Context: an optimization exercise on an open-source flow, tuned for small area and a short achievable clock period. The choices shown serve that exercise and are no tape-out recipe. Only simulation tests tie the RTL to the original design; equivalence was not proved.

==> flow/design.v <==
`timescale 1ns/1ns
module block(inp_data, inp_weight, inp_mac, clk, reset, outp_data, outp_mac);
	input [15:0] inp_data, inp_weight, inp_mac;
	output reg [15:0] outp_data, outp_mac;
	input clk, reset;
	wire [9:0] ma = inp_data[9:0];
	wire [9:0] mb = inp_weight[9:0];
	wire pp_0_0;
	wire pp_0_1;
	wire pp_0_2;
	wire pp_0_3;
	wire pp_0_4;
	wire pp_0_5;
	wire pp_0_6;
	wire pp_0_7;
	wire pp_0_8;
	wire pp_0_9;
	wire pp_1_0;
	wire pp_1_1;
	wire pp_1_2;
	wire pp_1_3;
	wire pp_1_4;
	wire pp_1_5;
	wire pp_1_6;
	wire pp_1_7;
	wire pp_1_8;
	wire pp_1_9;
	wire pp_2_0;
	wire pp_2_1;
	wire pp_2_2;
	wire pp_2_3;
	wire pp_2_4;
	wire pp_2_5;
	wire pp_2_6;
	wire pp_2_7;
	wire pp_2_8;
	wire pp_2_9;
	wire pp_3_0;
	wire pp_3_1;
	wire pp_3_2;
	wire pp_3_3;
	wire pp_3_4;
	wire pp_3_5;
	wire pp_3_6;
	wire pp_3_7;
	wire pp_3_8;
	wire pp_3_9;
	wire pp_4_0;
	wire pp_4_1;
	wire pp_4_2;
	wire pp_4_3;
	wire pp_4_4;
	wire pp_4_5;
	wire pp_4_6;
	wire pp_4_7;
	wire pp_4_8;
	wire pp_4_9;
	wire pp_5_0;
	wire pp_5_1;
	wire pp_5_2;
	wire pp_5_3;
	wire pp_5_4;
	wire pp_5_5;
	wire pp_5_6;
	wire pp_5_7;
	wire pp_5_8;
	wire pp_5_9;
	wire pp_6_0;
	wire pp_6_1;
	wire pp_6_2;
	wire pp_6_3;
	wire pp_6_4;
	wire pp_6_5;
	wire pp_6_6;
	wire pp_6_7;
	wire pp_6_8;
	wire pp_6_9;
	wire pp_7_0;
	wire pp_7_1;
	wire pp_7_2;
	wire pp_7_3;
	wire pp_7_4;
	wire pp_7_5;
	wire pp_7_6;
	wire pp_7_7;
	wire pp_7_8;
	wire pp_7_9;
	wire pp_8_0;
	wire pp_8_1;
	wire pp_8_2;
	wire pp_8_3;
	wire pp_8_4;
	wire pp_8_5;
	wire pp_8_6;
	wire pp_8_7;
	wire pp_8_8;
	wire pp_8_9;
	wire pp_9_0;
	wire pp_9_1;
	wire pp_9_2;
	wire pp_9_3;
	wire pp_9_4;
	wire pp_9_5;
	wire pp_9_6;
	wire pp_9_7;
	wire pp_9_8;
	wire pp_9_9;
	wire hs0;
	wire hc0;
	wire fs1;
	wire fc1;
	wire hs2;
	wire hc2;
	wire fs3;
	wire fc3;
	wire hs4;
	wire hc4;
	wire fs5;
	wire fc5;
	wire hs6;
	wire hc6;
	wire fs7;
	wire fc7;
	wire hs8;
	wire hc8;
	wire fs9;
	wire fc9;
	wire fs10;
	wire fc10;
	wire hs11;
	wire hc11;
	wire fs12;
	wire fc12;
	wire fs13;
	wire fc13;
	wire fs14;
	wire fc14;
	wire fs15;
	wire fc15;
	wire fs16;
	wire fc16;
	wire fs17;
	wire fc17;
	wire fs18;
	wire fc18;
	wire fs19;
	wire fc19;
	wire fs20;
	wire fc20;
	wire fs21;
	wire fc21;
	wire fs22;
	wire fc22;
	wire fs23;
	wire fc23;
	wire fs24;
	wire fc24;
	wire fs25;
	wire fc25;
	wire fs26;
	wire fc26;
	wire fs27;
	wire fc27;
	wire fs28;
	wire fc28;
	wire fs29;
	wire fc29;
	wire hs30;
	wire hc30;
	wire fs31;
	wire fc31;
	wire hs32;
	wire hc32;
	wire fs33;
	wire fc33;
	wire fs34;
	wire fc34;
	wire fs35;
	wire fc35;
	wire fs36;
	wire fc36;
	wire fs37;
	wire fc37;
	wire fs38;
	wire fc38;
	wire fs39;
	wire fc39;
	wire fs40;
	wire fc40;
	wire fs41;
	wire fc41;
	wire fs42;
	wire fc42;
	wire fs43;
	wire fc43;
	wire fs44;
	wire fc44;
	wire fs45;
	wire fc45;
	wire fs46;
	wire fc46;
	wire fs47;
	wire fc47;
	wire fs48;
	wire fc48;
	wire fs49;
	wire fc49;
	wire fs50;
	wire fc50;
	wire fs51;
	wire fc51;
	wire fs52;
	wire fc52;
	wire fs53;
	wire fc53;
	wire fs54;
	wire fc54;
	wire fs55;
	wire fc55;
	wire hs56;
	wire hc56;
	wire fs57;
	wire fc57;
	wire fs58;
	wire fc58;
	wire fs59;
	wire fc59;
	wire fs60;
	wire fc60;
	wire fs61;
	wire fc61;
	wire fs62;
	wire fc62;
	wire fs63;
	wire fc63;
	wire fs64;
	wire fc64;
	wire fs65;
	wire fc65;
	wire fs66;
	wire fc66;
	wire fs67;
	wire fc67;
	wire fs68;
	wire fc68;
	wire fs69;
	wire fc69;
	wire fs70;
	wire fc70;
	wire fs71;
	wire fc71;
	wire hs72;
	wire hc72;
	wire fs73;
	wire fc73;
	wire fs74;
	wire fc74;
	wire fs75;
	wire fc75;
	wire fs76;
	wire fc76;
	wire fs77;
	wire fc77;
	wire fs78;
	wire fc78;
	wire fs79;
	wire fc79;
	wire fs80;
	wire fc80;
	wire fs81;
	wire fc81;
	wire fs82;
	wire fc82;
	wire fs83;
	wire fc83;
	wire fs84;
	wire fc84;
	wire fs85;
	wire fc85;
	wire fs86;
	wire fc86;
	wire fs87;
	wire fc87;
	wire fs88;
	wire fc88;
	wire fs89;
	wire fc89;
	assign pp_0_0 = ma[0] & mb[0];
	assign pp_0_1 = ma[0] & mb[1];
	assign pp_0_2 = ma[0] & mb[2];
	assign pp_0_3 = ma[0] & mb[3];
	assign pp_0_4 = ma[0] & mb[4];
	assign pp_0_5 = ma[0] & mb[5];
	assign pp_0_6 = ma[0] & mb[6];
	assign pp_0_7 = ma[0] & mb[7];
	assign pp_0_8 = ma[0] & mb[8];
	assign pp_0_9 = ma[0] & mb[9];
	assign pp_1_0 = ma[1] & mb[0];
	assign pp_1_1 = ma[1] & mb[1];
	assign pp_1_2 = ma[1] & mb[2];
	assign pp_1_3 = ma[1] & mb[3];
	assign pp_1_4 = ma[1] & mb[4];
	assign pp_1_5 = ma[1] & mb[5];
	assign pp_1_6 = ma[1] & mb[6];
	assign pp_1_7 = ma[1] & mb[7];
	assign pp_1_8 = ma[1] & mb[8];
	assign pp_1_9 = ma[1] & mb[9];
	assign pp_2_0 = ma[2] & mb[0];
	assign pp_2_1 = ma[2] & mb[1];
	assign pp_2_2 = ma[2] & mb[2];
	assign pp_2_3 = ma[2] & mb[3];
	assign pp_2_4 = ma[2] & mb[4];
	assign pp_2_5 = ma[2] & mb[5];
	assign pp_2_6 = ma[2] & mb[6];
	assign pp_2_7 = ma[2] & mb[7];
	assign pp_2_8 = ma[2] & mb[8];
	assign pp_2_9 = ma[2] & mb[9];
	assign pp_3_0 = ma[3] & mb[0];
	assign pp_3_1 = ma[3] & mb[1];
	assign pp_3_2 = ma[3] & mb[2];
	assign pp_3_3 = ma[3] & mb[3];
	assign pp_3_4 = ma[3] & mb[4];
	assign pp_3_5 = ma[3] & mb[5];
	assign pp_3_6 = ma[3] & mb[6];
	assign pp_3_7 = ma[3] & mb[7];
	assign pp_3_8 = ma[3] & mb[8];
	assign pp_3_9 = ma[3] & mb[9];
	assign pp_4_0 = ma[4] & mb[0];
	assign pp_4_1 = ma[4] & mb[1];
	assign pp_4_2 = ma[4] & mb[2];
	assign pp_4_3 = ma[4] & mb[3];
	assign pp_4_4 = ma[4] & mb[4];
	assign pp_4_5 = ma[4] & mb[5];
	assign pp_4_6 = ma[4] & mb[6];
	assign pp_4_7 = ma[4] & mb[7];
	assign pp_4_8 = ma[4] & mb[8];
	assign pp_4_9 = ma[4] & mb[9];
	assign pp_5_0 = ma[5] & mb[0];
	assign pp_5_1 = ma[5] & mb[1];
	assign pp_5_2 = ma[5] & mb[2];
	assign pp_5_3 = ma[5] & mb[3];
	assign pp_5_4 = ma[5] & mb[4];
	assign pp_5_5 = ma[5] & mb[5];
	assign pp_5_6 = ma[5] & mb[6];
	assign pp_5_7 = ma[5] & mb[7];
	assign pp_5_8 = ma[5] & mb[8];
	assign pp_5_9 = ma[5] & mb[9];
	assign pp_6_0 = ma[6] & mb[0];
	assign pp_6_1 = ma[6] & mb[1];
	assign pp_6_2 = ma[6] & mb[2];
	assign pp_6_3 = ma[6] & mb[3];
	assign pp_6_4 = ma[6] & mb[4];
	assign pp_6_5 = ma[6] & mb[5];
	assign pp_6_6 = ma[6] & mb[6];
	assign pp_6_7 = ma[6] & mb[7];
	assign pp_6_8 = ma[6] & mb[8];
	assign pp_6_9 = ma[6] & mb[9];
	assign pp_7_0 = ma[7] & mb[0];
	assign pp_7_1 = ma[7] & mb[1];
	assign pp_7_2 = ma[7] & mb[2];
	assign pp_7_3 = ma[7] & mb[3];
	assign pp_7_4 = ma[7] & mb[4];
	assign pp_7_5 = ma[7] & mb[5];
	assign pp_7_6 = ma[7] & mb[6];
	assign pp_7_7 = ma[7] & mb[7];
	assign pp_7_8 = ma[7] & mb[8];
	assign pp_7_9 = ma[7] & mb[9];
	assign pp_8_0 = ma[8] & mb[0];
	assign pp_8_1 = ma[8] & mb[1];
	assign pp_8_2 = ma[8] & mb[2];
	assign pp_8_3 = ma[8] & mb[3];
	assign pp_8_4 = ma[8] & mb[4];
	assign pp_8_5 = ma[8] & mb[5];
	assign pp_8_6 = ma[8] & mb[6];
	assign pp_8_7 = ma[8] & mb[7];
	assign pp_8_8 = ma[8] & mb[8];
	assign pp_8_9 = ma[8] & mb[9];
	assign pp_9_0 = ma[9] & mb[0];
	assign pp_9_1 = ma[9] & mb[1];
	assign pp_9_2 = ma[9] & mb[2];
	assign pp_9_3 = ma[9] & mb[3];
	assign pp_9_4 = ma[9] & mb[4];
	assign pp_9_5 = ma[9] & mb[5];
	assign pp_9_6 = ma[9] & mb[6];
	assign pp_9_7 = ma[9] & mb[7];
	assign pp_9_8 = ma[9] & mb[8];
	assign pp_9_9 = ma[9] & mb[9];
	assign hs0 = pp_0_9 ^ pp_1_8;
	assign hc0 = pp_0_9 & pp_1_8;
	assign fs1 = pp_1_9 ^ pp_2_8 ^ pp_3_7;
	assign fc1 = (pp_1_9 & pp_2_8) | (pp_1_9 & pp_3_7) | (pp_2_8 & pp_3_7);
	assign hs2 = pp_4_6 ^ pp_5_5;
	assign hc2 = pp_4_6 & pp_5_5;
	assign fs3 = pp_2_9 ^ pp_3_8 ^ pp_4_7;
	assign fc3 = (pp_2_9 & pp_3_8) | (pp_2_9 & pp_4_7) | (pp_3_8 & pp_4_7);
	assign hs4 = pp_5_6 ^ pp_6_5;
	assign hc4 = pp_5_6 & pp_6_5;
	assign fs5 = pp_3_9 ^ pp_4_8 ^ pp_5_7;
	assign fc5 = (pp_3_9 & pp_4_8) | (pp_3_9 & pp_5_7) | (pp_4_8 & pp_5_7);
	assign hs6 = pp_0_6 ^ pp_1_5;
	assign hc6 = pp_0_6 & pp_1_5;
	assign fs7 = pp_0_7 ^ pp_1_6 ^ pp_2_5;
	assign fc7 = (pp_0_7 & pp_1_6) | (pp_0_7 & pp_2_5) | (pp_1_6 & pp_2_5);
	assign hs8 = pp_3_4 ^ pp_4_3;
	assign hc8 = pp_3_4 & pp_4_3;
	assign fs9 = pp_0_8 ^ pp_1_7 ^ pp_2_6;
	assign fc9 = (pp_0_8 & pp_1_7) | (pp_0_8 & pp_2_6) | (pp_1_7 & pp_2_6);
	assign fs10 = pp_3_5 ^ pp_4_4 ^ pp_5_3;
	assign fc10 = (pp_3_5 & pp_4_4) | (pp_3_5 & pp_5_3) | (pp_4_4 & pp_5_3);
	assign hs11 = pp_6_2 ^ pp_7_1;
	assign hc11 = pp_6_2 & pp_7_1;
	assign fs12 = hs0 ^ pp_2_7 ^ pp_3_6;
	assign fc12 = (hs0 & pp_2_7) | (hs0 & pp_3_6) | (pp_2_7 & pp_3_6);
	assign fs13 = pp_4_5 ^ pp_5_4 ^ pp_6_3;
	assign fc13 = (pp_4_5 & pp_5_4) | (pp_4_5 & pp_6_3) | (pp_5_4 & pp_6_3);
	assign fs14 = pp_7_2 ^ pp_8_1 ^ pp_9_0;
	assign fc14 = (pp_7_2 & pp_8_1) | (pp_7_2 & pp_9_0) | (pp_8_1 & pp_9_0);
	assign fs15 = hc0 ^ fs1 ^ hs2;
	assign fc15 = (hc0 & fs1) | (hc0 & hs2) | (fs1 & hs2);
	assign fs16 = pp_6_4 ^ pp_7_3 ^ pp_8_2;
	assign fc16 = (pp_6_4 & pp_7_3) | (pp_6_4 & pp_8_2) | (pp_7_3 & pp_8_2);
	assign fs17 = pp_9_1 ^ ma[0] ^ mb[0];
	assign fc17 = (pp_9_1 & ma[0]) | (pp_9_1 & mb[0]) | (ma[0] & mb[0]);
	assign fs18 = fc1 ^ hc2 ^ fs3;
	assign fc18 = (fc1 & hc2) | (fc1 & fs3) | (hc2 & fs3);
	assign fs19 = hs4 ^ pp_7_4 ^ pp_8_3;
	assign fc19 = (hs4 & pp_7_4) | (hs4 & pp_8_3) | (pp_7_4 & pp_8_3);
	assign fs20 = pp_9_2 ^ ma[1] ^ mb[1];
	assign fc20 = (pp_9_2 & ma[1]) | (pp_9_2 & mb[1]) | (ma[1] & mb[1]);
	assign fs21 = fc3 ^ hc4 ^ fs5;
	assign fc21 = (fc3 & hc4) | (fc3 & fs5) | (hc4 & fs5);
	assign fs22 = pp_6_6 ^ pp_7_5 ^ pp_8_4;
	assign fc22 = (pp_6_6 & pp_7_5) | (pp_6_6 & pp_8_4) | (pp_7_5 & pp_8_4);
	assign fs23 = pp_9_3 ^ ma[2] ^ mb[2];
	assign fc23 = (pp_9_3 & ma[2]) | (pp_9_3 & mb[2]) | (ma[2] & mb[2]);
	assign fs24 = fc5 ^ pp_4_9 ^ pp_5_8;
	assign fc24 = (fc5 & pp_4_9) | (fc5 & pp_5_8) | (pp_4_9 & pp_5_8);
	assign fs25 = pp_6_7 ^ pp_7_6 ^ pp_8_5;
	assign fc25 = (pp_6_7 & pp_7_6) | (pp_6_7 & pp_8_5) | (pp_7_6 & pp_8_5);
	assign fs26 = pp_9_4 ^ ma[3] ^ mb[3];
	assign fc26 = (pp_9_4 & ma[3]) | (pp_9_4 & mb[3]) | (ma[3] & mb[3]);
	assign fs27 = pp_5_9 ^ pp_6_8 ^ pp_7_7;
	assign fc27 = (pp_5_9 & pp_6_8) | (pp_5_9 & pp_7_7) | (pp_6_8 & pp_7_7);
	assign fs28 = pp_8_6 ^ pp_9_5 ^ ma[4];
	assign fc28 = (pp_8_6 & pp_9_5) | (pp_8_6 & ma[4]) | (pp_9_5 & ma[4]);
	assign fs29 = pp_6_9 ^ pp_7_8 ^ pp_8_7;
	assign fc29 = (pp_6_9 & pp_7_8) | (pp_6_9 & pp_8_7) | (pp_7_8 & pp_8_7);
	assign hs30 = pp_0_4 ^ pp_1_3;
	assign hc30 = pp_0_4 & pp_1_3;
	assign fs31 = pp_0_5 ^ pp_1_4 ^ pp_2_3;
	assign fc31 = (pp_0_5 & pp_1_4) | (pp_0_5 & pp_2_3) | (pp_1_4 & pp_2_3);
	assign hs32 = pp_3_2 ^ pp_4_1;
	assign hc32 = pp_3_2 & pp_4_1;
	assign fs33 = hs6 ^ pp_2_4 ^ pp_3_3;
	assign fc33 = (hs6 & pp_2_4) | (hs6 & pp_3_3) | (pp_2_4 & pp_3_3);
	assign fs34 = pp_4_2 ^ pp_5_1 ^ pp_6_0;
	assign fc34 = (pp_4_2 & pp_5_1) | (pp_4_2 & pp_6_0) | (pp_5_1 & pp_6_0);
	assign fs35 = hc6 ^ fs7 ^ hs8;
	assign fc35 = (hc6 & fs7) | (hc6 & hs8) | (fs7 & hs8);
	assign fs36 = pp_5_2 ^ pp_6_1 ^ pp_7_0;
	assign fc36 = (pp_5_2 & pp_6_1) | (pp_5_2 & pp_7_0) | (pp_6_1 & pp_7_0);
	assign fs37 = fc7 ^ hc8 ^ fs9;
	assign fc37 = (fc7 & hc8) | (fc7 & fs9) | (hc8 & fs9);
	assign fs38 = fs10 ^ hs11 ^ pp_8_0;
	assign fc38 = (fs10 & hs11) | (fs10 & pp_8_0) | (hs11 & pp_8_0);
	assign fs39 = fc9 ^ fc10 ^ hc11;
	assign fc39 = (fc9 & fc10) | (fc9 & hc11) | (fc10 & hc11);
	assign fs40 = fs12 ^ fs13 ^ fs14;
	assign fc40 = (fs12 & fs13) | (fs12 & fs14) | (fs13 & fs14);
	assign fs41 = fc12 ^ fc13 ^ fc14;
	assign fc41 = (fc12 & fc13) | (fc12 & fc14) | (fc13 & fc14);
	assign fs42 = fs15 ^ fs16 ^ fs17;
	assign fc42 = (fs15 & fs16) | (fs15 & fs17) | (fs16 & fs17);
	assign fs43 = fc15 ^ fc16 ^ fc17;
	assign fc43 = (fc15 & fc16) | (fc15 & fc17) | (fc16 & fc17);
	assign fs44 = fs18 ^ fs19 ^ fs20;
	assign fc44 = (fs18 & fs19) | (fs18 & fs20) | (fs19 & fs20);
	assign fs45 = fc18 ^ fc19 ^ fc20;
	assign fc45 = (fc18 & fc19) | (fc18 & fc20) | (fc19 & fc20);
	assign fs46 = fs21 ^ fs22 ^ fs23;
	assign fc46 = (fs21 & fs22) | (fs21 & fs23) | (fs22 & fs23);
	assign fs47 = fc21 ^ fc22 ^ fc23;
	assign fc47 = (fc21 & fc22) | (fc21 & fc23) | (fc22 & fc23);
	assign fs48 = fs24 ^ fs25 ^ fs26;
	assign fc48 = (fs24 & fs25) | (fs24 & fs26) | (fs25 & fs26);
	assign fs49 = fc24 ^ fc25 ^ fc26;
	assign fc49 = (fc24 & fc25) | (fc24 & fc26) | (fc25 & fc26);
	assign fs50 = fs27 ^ fs28 ^ mb[4];
	assign fc50 = (fs27 & fs28) | (fs27 & mb[4]) | (fs28 & mb[4]);
	assign fs51 = fc27 ^ fc28 ^ fs29;
	assign fc51 = (fc27 & fc28) | (fc27 & fs29) | (fc28 & fs29);
	assign fs52 = pp_9_6 ^ ma[5] ^ mb[5];
	assign fc52 = (pp_9_6 & ma[5]) | (pp_9_6 & mb[5]) | (ma[5] & mb[5]);
	assign fs53 = fc29 ^ pp_7_9 ^ pp_8_8;
	assign fc53 = (fc29 & pp_7_9) | (fc29 & pp_8_8) | (pp_7_9 & pp_8_8);
	assign fs54 = pp_9_7 ^ ma[6] ^ mb[6];
	assign fc54 = (pp_9_7 & ma[6]) | (pp_9_7 & mb[6]) | (ma[6] & mb[6]);
	assign fs55 = pp_8_9 ^ pp_9_8 ^ ma[7];
	assign fc55 = (pp_8_9 & pp_9_8) | (pp_8_9 & ma[7]) | (pp_9_8 & ma[7]);
	assign hs56 = pp_0_3 ^ pp_1_2;
	assign hc56 = pp_0_3 & pp_1_2;
	assign fs57 = hs30 ^ pp_2_2 ^ pp_3_1;
	assign fc57 = (hs30 & pp_2_2) | (hs30 & pp_3_1) | (pp_2_2 & pp_3_1);
	assign fs58 = hc30 ^ fs31 ^ hs32;
	assign fc58 = (hc30 & fs31) | (hc30 & hs32) | (fs31 & hs32);
	assign fs59 = fc31 ^ hc32 ^ fs33;
	assign fc59 = (fc31 & hc32) | (fc31 & fs33) | (hc32 & fs33);
	assign fs60 = fc33 ^ fc34 ^ fs35;
	assign fc60 = (fc33 & fc34) | (fc33 & fs35) | (fc34 & fs35);
	assign fs61 = fc35 ^ fc36 ^ fs37;
	assign fc61 = (fc35 & fc36) | (fc35 & fs37) | (fc36 & fs37);
	assign fs62 = fc37 ^ fc38 ^ fs39;
	assign fc62 = (fc37 & fc38) | (fc37 & fs39) | (fc38 & fs39);
	assign fs63 = fc39 ^ fc40 ^ fs41;
	assign fc63 = (fc39 & fc40) | (fc39 & fs41) | (fc40 & fs41);
	assign fs64 = fc41 ^ fc42 ^ fs43;
	assign fc64 = (fc41 & fc42) | (fc41 & fs43) | (fc42 & fs43);
	assign fs65 = fc43 ^ fc44 ^ fs45;
	assign fc65 = (fc43 & fc44) | (fc43 & fs45) | (fc44 & fs45);
	assign fs66 = fc45 ^ fc46 ^ fs47;
	assign fc66 = (fc45 & fc46) | (fc45 & fs47) | (fc46 & fs47);
	assign fs67 = fc47 ^ fc48 ^ fs49;
	assign fc67 = (fc47 & fc48) | (fc47 & fs49) | (fc48 & fs49);
	assign fs68 = fc49 ^ fc50 ^ fs51;
	assign fc68 = (fc49 & fc50) | (fc49 & fs51) | (fc50 & fs51);
	assign fs69 = fc51 ^ fc52 ^ fs53;
	assign fc69 = (fc51 & fc52) | (fc51 & fs53) | (fc52 & fs53);
	assign fs70 = fc53 ^ fc54 ^ fs55;
	assign fc70 = (fc53 & fc54) | (fc53 & fs55) | (fc54 & fs55);
	assign fs71 = fc55 ^ pp_9_9 ^ ma[8];
	assign fc71 = (fc55 & pp_9_9) | (fc55 & ma[8]) | (pp_9_9 & ma[8]);
	assign hs72 = pp_0_2 ^ pp_1_1;
	assign hc72 = pp_0_2 & pp_1_1;
	assign fs73 = hs56 ^ pp_2_1 ^ pp_3_0;
	assign fc73 = (hs56 & pp_2_1) | (hs56 & pp_3_0) | (pp_2_1 & pp_3_0);
	assign fs74 = hc56 ^ fs57 ^ pp_4_0;
	assign fc74 = (hc56 & fs57) | (hc56 & pp_4_0) | (fs57 & pp_4_0);
	assign fs75 = fc57 ^ fs58 ^ pp_5_0;
	assign fc75 = (fc57 & fs58) | (fc57 & pp_5_0) | (fs58 & pp_5_0);
	assign fs76 = fc58 ^ fs59 ^ fs34;
	assign fc76 = (fc58 & fs59) | (fc58 & fs34) | (fs59 & fs34);
	assign fs77 = fc59 ^ fs60 ^ fs36;
	assign fc77 = (fc59 & fs60) | (fc59 & fs36) | (fs60 & fs36);
	assign fs78 = fc60 ^ fs61 ^ fs38;
	assign fc78 = (fc60 & fs61) | (fc60 & fs38) | (fs61 & fs38);
	assign fs79 = fc61 ^ fs62 ^ fs40;
	assign fc79 = (fc61 & fs62) | (fc61 & fs40) | (fs62 & fs40);
	assign fs80 = fc62 ^ fs63 ^ fs42;
	assign fc80 = (fc62 & fs63) | (fc62 & fs42) | (fs63 & fs42);
	assign fs81 = fc63 ^ fs64 ^ fs44;
	assign fc81 = (fc63 & fs64) | (fc63 & fs44) | (fs64 & fs44);
	assign fs82 = fc64 ^ fs65 ^ fs46;
	assign fc82 = (fc64 & fs65) | (fc64 & fs46) | (fs65 & fs46);
	assign fs83 = fc65 ^ fs66 ^ fs48;
	assign fc83 = (fc65 & fs66) | (fc65 & fs48) | (fs66 & fs48);
	assign fs84 = fc66 ^ fs67 ^ fs50;
	assign fc84 = (fc66 & fs67) | (fc66 & fs50) | (fs67 & fs50);
	assign fs85 = fc67 ^ fs68 ^ fs52;
	assign fc85 = (fc67 & fs68) | (fc67 & fs52) | (fs68 & fs52);
	assign fs86 = fc68 ^ fs69 ^ fs54;
	assign fc86 = (fc68 & fs69) | (fc68 & fs54) | (fs69 & fs54);
	assign fs87 = fc69 ^ fs70 ^ mb[7];
	assign fc87 = (fc69 & fs70) | (fc69 & mb[7]) | (fs70 & mb[7]);
	assign fs88 = fc70 ^ fs71 ^ mb[8];
	assign fc88 = (fc70 & fs71) | (fc70 & mb[8]) | (fs71 & mb[8]);
	assign fs89 = fc71 ^ ma[9] ^ mb[9];
	assign fc89 = (fc71 & ma[9]) | (fc71 & mb[9]) | (ma[9] & mb[9]);
	wire [21:0] mx = {1'b0, fc89, fc88, fc87, fc86, fc85, fc84, fc83, fc82, fc81, fc80, fc79, fc78, fc77, fc76, fc75, fc74, fc73, hc72, hs72, pp_0_1, pp_0_0};
	wire [21:0] my = {1'b0, 1'b1, fs89, fs88, fs87, fs86, fs85, fs84, fs83, fs82, fs81, fs80, fs79, fs78, fs77, fs76, fs75, fs74, fs73, pp_2_0, pp_1_0, 1'b0};
	wire [21:0] F = mx + my;
	wire [11:0] G = F[21:10];
	wire p21 = G[11];
	wire [4:0] ea = inp_data[14:10];
	wire [4:0] eb = inp_weight[14:10];
	wire [4:0] em = inp_mac[14:10];
	wire sP = inp_data[15] ^ inp_weight[15];
	wire sM = inp_mac[15];
	wire [5:0] eq0 = {1'b0, ea} + {1'b0, eb} + 6'd49;    
	wire [5:0] eq1 = {1'b0, ea} + {1'b0, eb} + 6'd50;    
	wire [5:0] ep = p21 ? eq1 : eq0;
	wire pz = (inp_data == 16'd0) | (inp_weight == 16'd0) | ep[5];
	wire [9:0] mp = p21 ? G[10:1] : G[9:0];
	wire pnat0 = ~sP & (ep[4:0] == 5'd0) & (mp == 10'd0);
	wire Pzero = pz | pnat0;
	wire Mzero = (inp_mac == 16'd0);
	wire [6:0] A0 = {2'b00, em} - {eq0[5], eq0};    
	wire mbig = ~A0[6] & (A0 != 7'd0);        
	wire [6:0] nA0 = -A0;
	wire [11:0] Gs = G >> A0[5:0];
	wire [10:0] Gn = p21 ? G[11:1] : G[10:0];
	wire [10:0] X = mbig ? Gs[10:0] : Gn;
	wire [10:0] fM = {1'b1, inp_mac[9:0]};
	wire [10:0] Ms = ~A0[6] ? fM : (fM >> nA0[5:0]);
	wire [10:0] Y = (p21 & ~mbig) ? {1'b0, Ms[10:1]} : Ms;
	wire [4:0] eL = mbig ? em : (p21 ? eq1[4:0] : eq0[4:0]);
	wire sub = sP ^ sM;
	wire [11:0] S = sub ? ({1'b0, X} - {1'b0, Y}) : ({1'b0, X} + {1'b0, Y});
	wire neg = sub & S[11];
	wire [11:0] V = neg ? -S : S;
	wire sign = neg ? sM : sP;
	reg [3:0] lz;
	integer i;
	always @* begin
		lz = 4'd12;
		for (i = 0; i <= 11; i = i + 1)
			if (V[i]) lz = 4'd11 - i[3:0];
	end
	wire [11:0] Vn = V << lz;
	wire [5:0] er = {1'b0, eL} + 6'd1 - {2'b00, lz};
	wire Vz = (V == 12'd0);
	reg [15:0] R;
	always @* begin
		if (Mzero) R = Pzero ? 16'd0 : {sP, ep[4:0], mp};
		else if (Pzero) R = inp_mac;
		else if (Vz | er[5]) R = 16'd0;
		else R = {sign, er[4:0], Vn[10:1]};
	end
	always @(posedge reset or posedge clk) begin
		if (reset) begin
			outp_data <= 0;
			outp_mac <= 0;
		end else begin
			outp_data <= inp_data;
			outp_mac <= R;
		end
	end
endmodule
==> flow/run.sh <==
#!/bin/bash
# synth_recipe.tcl (not shown) runs the flow's synth.tcl, then flattens the netlist and writes it again
# the make line also repeats each setting of config.mk as NAME=value (left out here)
make -C /OpenROAD-flow-scripts/flow DESIGN_CONFIG=/design/flow/config.mk WORK_HOME=/design/flow/orfs CLKGATE_MAP_FILE= SYNTH_SCRIPT=/design/flow/synth_recipe.tcl finish
==> flow/config.mk <==
export PLATFORM = sky130hd
export DESIGN_NAME = block
export DESIGN_NICKNAME = block
export VERILOG_FILES = /design/flow/design.v
export SDC_FILE = /design/flow/constraint.sdc
export NUM_CORES = 4
export LEC_CHECK = 0
export ABC_AREA = 1
export CAP_MARGIN = 20
export CORE_MARGIN = 2
export CORE_UTILIZATION = 40
export SLEW_MARGIN = 20
==> flow/constraint.sdc <==
create_clock -name core_clock -period 22.0 [get_ports {clk}]
set_input_delay 4.4000 -clock core_clock [delete_from_list [all_inputs] [get_ports {clk}]]
set_output_delay 4.4000 -clock core_clock [all_outputs]
set_load 0.01 [all_outputs]
==> summary.txt <==
outcome complete, no violations; Synth Warn # 1; antenna fix cells 0; IO buf count 81; Worst-Margin Slew 0.8395 ns; post-layout min period 16.07 ns; Synth Flop Type dfrtp_1; Max Fanout on Critical Path 25; critical path required time 22.20 ns; # hold bufs at CTS 0; Crit path top cell by count inv_1; setup TNS 0 ns; final hold viol count 0; post-route ant nets 0; Avg Cell Area, Syn 6.663 um2; Post CTS Setup Buffer Count 0; die footprint 0.02348 mm2; final wirelength 25,670 um; Core Area 0.02182 mm2; Post-CTS Resized 0; routed wl met2 11,400 um; slew margin rel. 43.97%; Synth Register Bits 32; CP Capture Type flop; Inst Count DP 1,656; Synth Cell Area 0.008909 mm2; Die Span Y 153.2 um; Syn Nets 1,533; initial core utilization 40.82%; fin nets 1,579; Synth area leaders fa_1, nand2_1, inv_1; Final HPWL DP 21,030 um; top cell type's share of synthesized area 18.88%; CTS sink count 32; Slew Viols, Final 0; site row count 54; sequential share of the synthesized area 8.989%; RSZ-0062 raised after global routing no; CP Buf/Inv Count 11; wire per inst 15.43 um; post-DR vias/cell 5.215; area grow syn2layout 12.46%; wire length of the first global-routing pass 43,170 um; Clk Tree Root Cell clkbuf_16; number of global-route vias before repair 8,427; Final Setup Violations 0; CTS tree built; crit path DAT 16.27 ns; Fillers 2,284; Register Area 800.8 um2; Gate Count Post-Synth 1,337; maximum clock rate 62.25 MHz; crit-path leading delay family adder cells; critical path's slowest cell clkdlybuf4s50_1; largest net degree at the start of global routing 33; area occupied by multi-input gates 0.006820 mm2; H-Tree Depth 2; I/O pin cnt 82; Post-synth EDFFs 0; crit path launch type input pin; most common cell in the netlist nand2_1; total global routing overflow 0; gr usage total 22.41%; Post-synth top cells nand2_1, inv_1, nand3_1, fa_1, a21oi_1; RePlAce Congestion 0.9061; Remaining DRCs 0; share of post-route cells with drive strength above 1 6.286%; Crit Path Class input pin to flop; initial antenna violation count 0; Hold Path Class input pin to async pin; first-iteration detailed-routing DRC count 720; Num CTS Buffers 5; Tcrit/Tclk final 73.02%; DR pass1 iterations 7; met3 WL 1480 um; clock buffer depth 2; top sig layer met4; Synth async-reset ratio 100.0%; Synth area leader fa_1; crit-path max cell delay 0.89 ns; synth unique cells 59; maxcap violations 0; Die X 153.2 um; Post-Layout Cell Count 1,664; clock-pin slew on the worst setup and hold paths 0.06 ns; WL met1 12,280 um; vias 8,677
-- state kept, by name, summed over array words and instances (netlist names) --
signal     count
outp_mac      16
outp_data     16
-- cell type report --
type,instances,area share [%]
Clock inverter,2,0.09991
Timing Repair Buffer,83,8.243
Clock buffer,6,1.386
Multi-Input combinational cell,978,68.08
Tap cell,280,3.497
Sequential cell,32,7.993
Inverter,283,10.70
-- placed cells by master (no fill, tap or decap), types with 3 or more instances in the layout --
master           instances
nand2_1                331
inv_1                  270
nand3_1                104
fa_1                    84
clkdlybuf4s50_1         81
a21oi_1                 65
o21ai_0                 64
ha_1                    62
nor2_1                  42
dfrtp_1                 32
xor2_1                  31
nand2_2                 19
nor4_1                  16
nand3_2                 15
xnor2_1                 13
o211ai_1                13
nand4_1                 10
o21ai_1                  9
a22oi_1                  9
inv_2                    8
nor2_2                   7
nor3_1                   7
nand2_4                  6
or2_2                    6
a21boi_1                 6
o22ai_1                  6
a31oi_1                  5
clkbuf_16                5
nand3b_1                 4
o21bai_1                 4
a21o_1                   4
o21a_1                   4
o31ai_1                  3
o2111ai_1                3
a32o_1                   3
-- stage by stage --
| stage | util, % | area (um2) | worst slack (ns) | hold WS (ns) |
|---|---|---|---|---|
| 2_1_floorplan | - | 8909 | 7.886 | 4.431 |
| 6_report | 45.91 | 10020 | 5.935 | 4.524 |
| 3_5_place_dp | 45.22 | 9869 | 5.655 | 4.830 |
| 4_1_cts | 45.91 | 10020 | 5.944 | 4.535 |
| 3_3_place_gp | 45.22 | 9869 | 5.772 | 4.825 |
| 5_1_grt | 45.91 | 10020 | 4.828 | 4.580 |
-- worst paths after layout --
| kind | from | end | slack [ns] | cells past startpoint |
|---|---|---|---|---|
| worst max-delay path | inp_data[4] | outp_mac[0] | 5.93 | 57 |
| worst min-delay path | reset | outp_mac[10] | 4.52 | 3 |
| max in group asynchronous | reset | outp_mac[7] | 17.17 | 3 |
| min in group core_clock | inp_data[13] | outp_data[13] | 4.63 | 1 |
-- cell families after synthesis --
family	share of synthesized area [%]
AOI/OAI and AO/OA	13.83
xor gates and xnor gates	4.818
adders and majority gates	27.58
buffers and inverters	14.45
DFF	8.989
muxes	0.2247
and+or+nand+nor	30.10
-- metal layers --
layer | vias up | track usage [%]
met5 | - | 0
met4 | 0 | 5.071
met3 | 41 | 1.559
met2 | 262 | 35.57
met1 | 4045 | 33.42
li1 | 4329 | -

[what the ideal ports hide]
The results above use ideal ports. As a check the final layout listed here was re-extracted and re-timed, cells and wires unchanged.
Step 1 sets driving cells, clkbuf_16 on the clock port and buf_2 on the other inputs (assumed; they add their load-dependent delay and slew).
Step 2 also shifts input and output timing later by t, the mid clock arrival at the registers, as if the neighbouring blocks saw the same clock.
Slacks: ideal / step 1 / step 2; pairs: ideal / step 1.
t, ns: 0.314
setup slack, ns: 5.935 / 5.942 / 5.628
cell pins on the clock port's net: 1
After both steps setup and hold are still met in this run. The setup slack of this run moves by +0.007 ns with the drivers and by -0.307 ns with both steps.
